Source: an optimization exercise on an open RTL-to-GDS flow (aim: small area). Production flows keep margins and buffers that such runs may drop.
Only simulation tests tie the RTL to the original design; equivalence was not proved.
Power and IR drop assume default switching activity. No driver is modelled on the clock port, so clocking that relies on it looks cheaper here than on a real chip.

JK:
==> flow/design.v (excerpt) <==
module cnn_top #(
    parameter int DATA_WIDTH = 8,
    parameter int OUT_WIDTH  = 32,
    parameter int IMG_WIDTH  = 28
)(
    input  logic                   clk,
    input  logic                   rst_n,
    input  logic [DATA_WIDTH-1:0]  s_axis_tdata,
    input  logic                   s_axis_tvalid,
    output logic                   s_axis_tready,
    output logic [OUT_WIDTH-1:0]   m_axis_tdata,
    output logic                   m_axis_tvalid,
    input  logic                   m_axis_tready,
    output logic                   m_axis_tlast
);
    localparam int DEPTH = 2*IMG_WIDTH;
    logic                              win_ready;
    logic [DEPTH-1:0][DATA_WIDTH-1:0]  hist;
    logic [11:0]                       result;
    assign s_axis_tready = 1'b1;
    assign m_axis_tlast  = 1'b0;
    sliding_window #(
        .DATA_WIDTH(DATA_WIDTH),
        .IMG_WIDTH(IMG_WIDTH),
        .DEPTH(DEPTH)
    ) u_sliding_window (
        .clk(clk),
        .rst_n(rst_n),
        .i_valid(s_axis_tvalid),
        .i_data(s_axis_tdata),
        .o_ready(win_ready),
        .o_hist(hist)
    );
    conv_mac #(
        .DATA_WIDTH(DATA_WIDTH),
        .IMG_WIDTH(IMG_WIDTH),
        .DEPTH(DEPTH)
    ) u_conv_mac (
        .clk(clk),
        .rst_n(rst_n),
        .i_beat(s_axis_tvalid),
        .i_valid(s_axis_tvalid & win_ready),
        .i_px(s_axis_tdata),
        .i_hist(hist),
        .o_valid(m_axis_tvalid),
        .o_result(result)
    );
    assign m_axis_tdata = {{(OUT_WIDTH-12){result[11]}}, result};
endmodule
Size: about 610 cells after synthesis, roughly 490 flip-flops, about 16,000 um^2 of cells after synthesis.
export LEC_CHECK = 0
export CAP_MARGIN = 20
export CORE_MARGIN = 2
export CORE_UTILIZATION = 70
export CTS_BUF_LIST = sky130_fd_sc_hd__clkbuf_16
export CTS_CLUSTER_DIAMETER = 50
export CTS_CLUSTER_SIZE = 36
export SLEW_MARGIN = 20
export SYNTH_HIERARCHICAL = 1
export SYNTH_MINIMUM_KEEP_SIZE = 0
create_clock -name core_clock -period 5.5 [get_ports {clk}]
standard.sh (not shown) runs the stock make flow with config.mk's settings and CLKGATE_MAP_FILE= SYNTH_SCRIPT=/design/flow/synth_recipe.tcl, a recipe that flattens the netlist after the stock synthesis.
==> flow/flow/run.sh <==
#!/bin/bash
# Standard layout (standard.sh: the ORFS flow, synthesis unchanged), with
# clock tree synthesis told not to add dummy loads and to use a small buffer
# at the root of the clock tree, and the smallest buffer on
# the ports.
set -euo pipefail
export CTS_ARGS="-sink_clustering_enable -repair_clock_nets -buf_list sky130_fd_sc_hd__clkbuf_16 -sink_clustering_size 36 -sink_clustering_max_diameter 50 -dont_use_dummy_load -root_buf sky130_fd_sc_hd__clkbuf_4"
export BUFFER_PORTS_ARGS="-buffer_cell sky130_fd_sc_hd__buf_1"
bash standard.sh > standard.log 2>&1
Relative to JK, the following input files were edited for MS:
- changing CTS_CLUSTER_DIAMETER from 50 to 150
==> flow/flow/run.sh <==
#!/bin/bash
# Standard layout (standard.sh: the ORFS flow, synthesis unchanged), with
# clock tree synthesis told not to add dummy loads and to use a small buffer
# at the root of the clock tree, and the smallest buffer on
# the ports.
set -euo pipefail
export CTS_ARGS="-sink_clustering_enable -repair_clock_nets -buf_list sky130_fd_sc_hd__clkbuf_16 -sink_clustering_size 36 -sink_clustering_max_diameter 150 -dont_use_dummy_load -root_buf sky130_fd_sc_hd__clkbuf_4"
export BUFFER_PORTS_ARGS="-buffer_cell sky130_fd_sc_hd__buf_1"
bash standard.sh > standard.log 2>&1
## What came out
- JK has a higher number of global-route vias before repair than MS.
- Compared with JK, MS is more frugal on power.
- Routed wire in MS totals less than in JK.
- Relative to JK, the final cell area reported for MS is lower.
- From JK to MS the numbers moved as follows: data arrival time at the worst-slack endpoint now larger; final cycle utilization of the critical path now larger.
- MS vs. JK: minimum clock period after layout went up by 0.028 ns.
### MS -> AL
- swapping 150 for 70 in CTS_CLUSTER_DIAMETER
==> flow/flow/run.sh <==
#!/bin/bash
# Standard layout (standard.sh: the ORFS flow, synthesis unchanged), with
# clock tree synthesis told not to add dummy loads and to use a small buffer
# at the root of the clock tree, and the smallest buffer on
# the ports.
set -euo pipefail
export CTS_ARGS="-sink_clustering_enable -repair_clock_nets -buf_list sky130_fd_sc_hd__clkbuf_16 -sink_clustering_size 36 -sink_clustering_max_diameter 70 -dont_use_dummy_load -root_buf sky130_fd_sc_hd__clkbuf_4"
export BUFFER_PORTS_ARGS="-buffer_cell sky130_fd_sc_hd__buf_1"
bash standard.sh > standard.log 2>&1
## What came out
- [AL] first-pass GRT wire length rose 110 um relative to MS
- Looking at MS and AL, the final net count is a wash.
- Between MS and AL, relative contribution of sequential cells to total power is higher for MS, AL comes in under that.
- Changes observed in AL relative to MS: logic gate share of total power level, final instance area level, register fraction of the total cell area level, worst setup slack moved up.
diff inputs: AL => TR
==> flow/flow/run.sh <==
#!/bin/bash
# Standard layout (standard.sh: the ORFS flow, synthesis unchanged), with
# clock tree synthesis told not to add dummy loads and to use a small buffer
# at the root of the clock tree, and the smallest buffer on
# the ports.
set -euo pipefail
export CTS_ARGS="-sink_clustering_enable -repair_clock_nets -buf_list sky130_fd_sc_hd__clkbuf_16 -sink_clustering_size 36 -sink_clustering_max_diameter 70 -dont_use_dummy_load -root_buf sky130_fd_sc_hd__clkbuf_2"
export BUFFER_PORTS_ARGS="-buffer_cell sky130_fd_sc_hd__buf_1"
bash standard.sh > standard.log 2>&1
- TR finished every step from synthesis to the final layout, and the layout passed the timing, design-rule and antenna checks.
- Run comparison: AL beginning of the critical path s_axis_tdata[0]; TR beginning of the critical path u_sliding_window.hist[440]$_DFFE_PP_
- Measured against each other, TR and AL differ in time the worst path needs with I/O delays and setup, the higher figure coming from AL.
- On multi-input gate share of the layout cell area, AL tracks TR almost exactly.
- There was hardly any difference in routed wire length between TR and AL.
- As of TR, total number of vias had fallen slightly compared to AL.
- Total die area: AL vs TR identical
- Compared with AL, in TR power density over the cells held; buffer share of cell area held; mean number of vias per cell went down about 0.55%.

## afterwards: timing with drivers on the ports
The flow's constraints put no driver on any port. The routed layouts listed below were extracted and timed again, unchanged, in two steps.
Step 1, drivers: a clkbuf_16 drives clk and a buf_2 each remaining input, both assumed.
Step 2 also shifts input and output timing later by t, the mid clock arrival at the registers, as if the neighbouring blocks saw the same clock.
Slacks: ideal ports / drivers / drivers and shift; pairs: ideal ports / drivers.
| run | t (ns) | setup WS [ns] | worst hold slack (ns) |
|---|---|---|---|
| JK | 0.732 | 0.137 / 0.156 / -0.576 | 0.292 / 0.274 / 0.392 |
| MS | 0.728 | 0.109 / 0.130 / -0.598 | 0.278 / 0.258 / 0.391 |
| AL | 0.740 | 0.135 / 0.154 / -0.586 | 0.257 / 0.240 / 0.378 |
| TR | 0.905 | 0.266 / 0.266 / -0.574 | 0.353 / 0.353 / 0.353 |
Met with ideal ports but missed after step 2: setup timing in every run listed. The setup slack of TR, which loses most, moves by 0.000 ns with the drivers and by -0.840 ns with both steps.
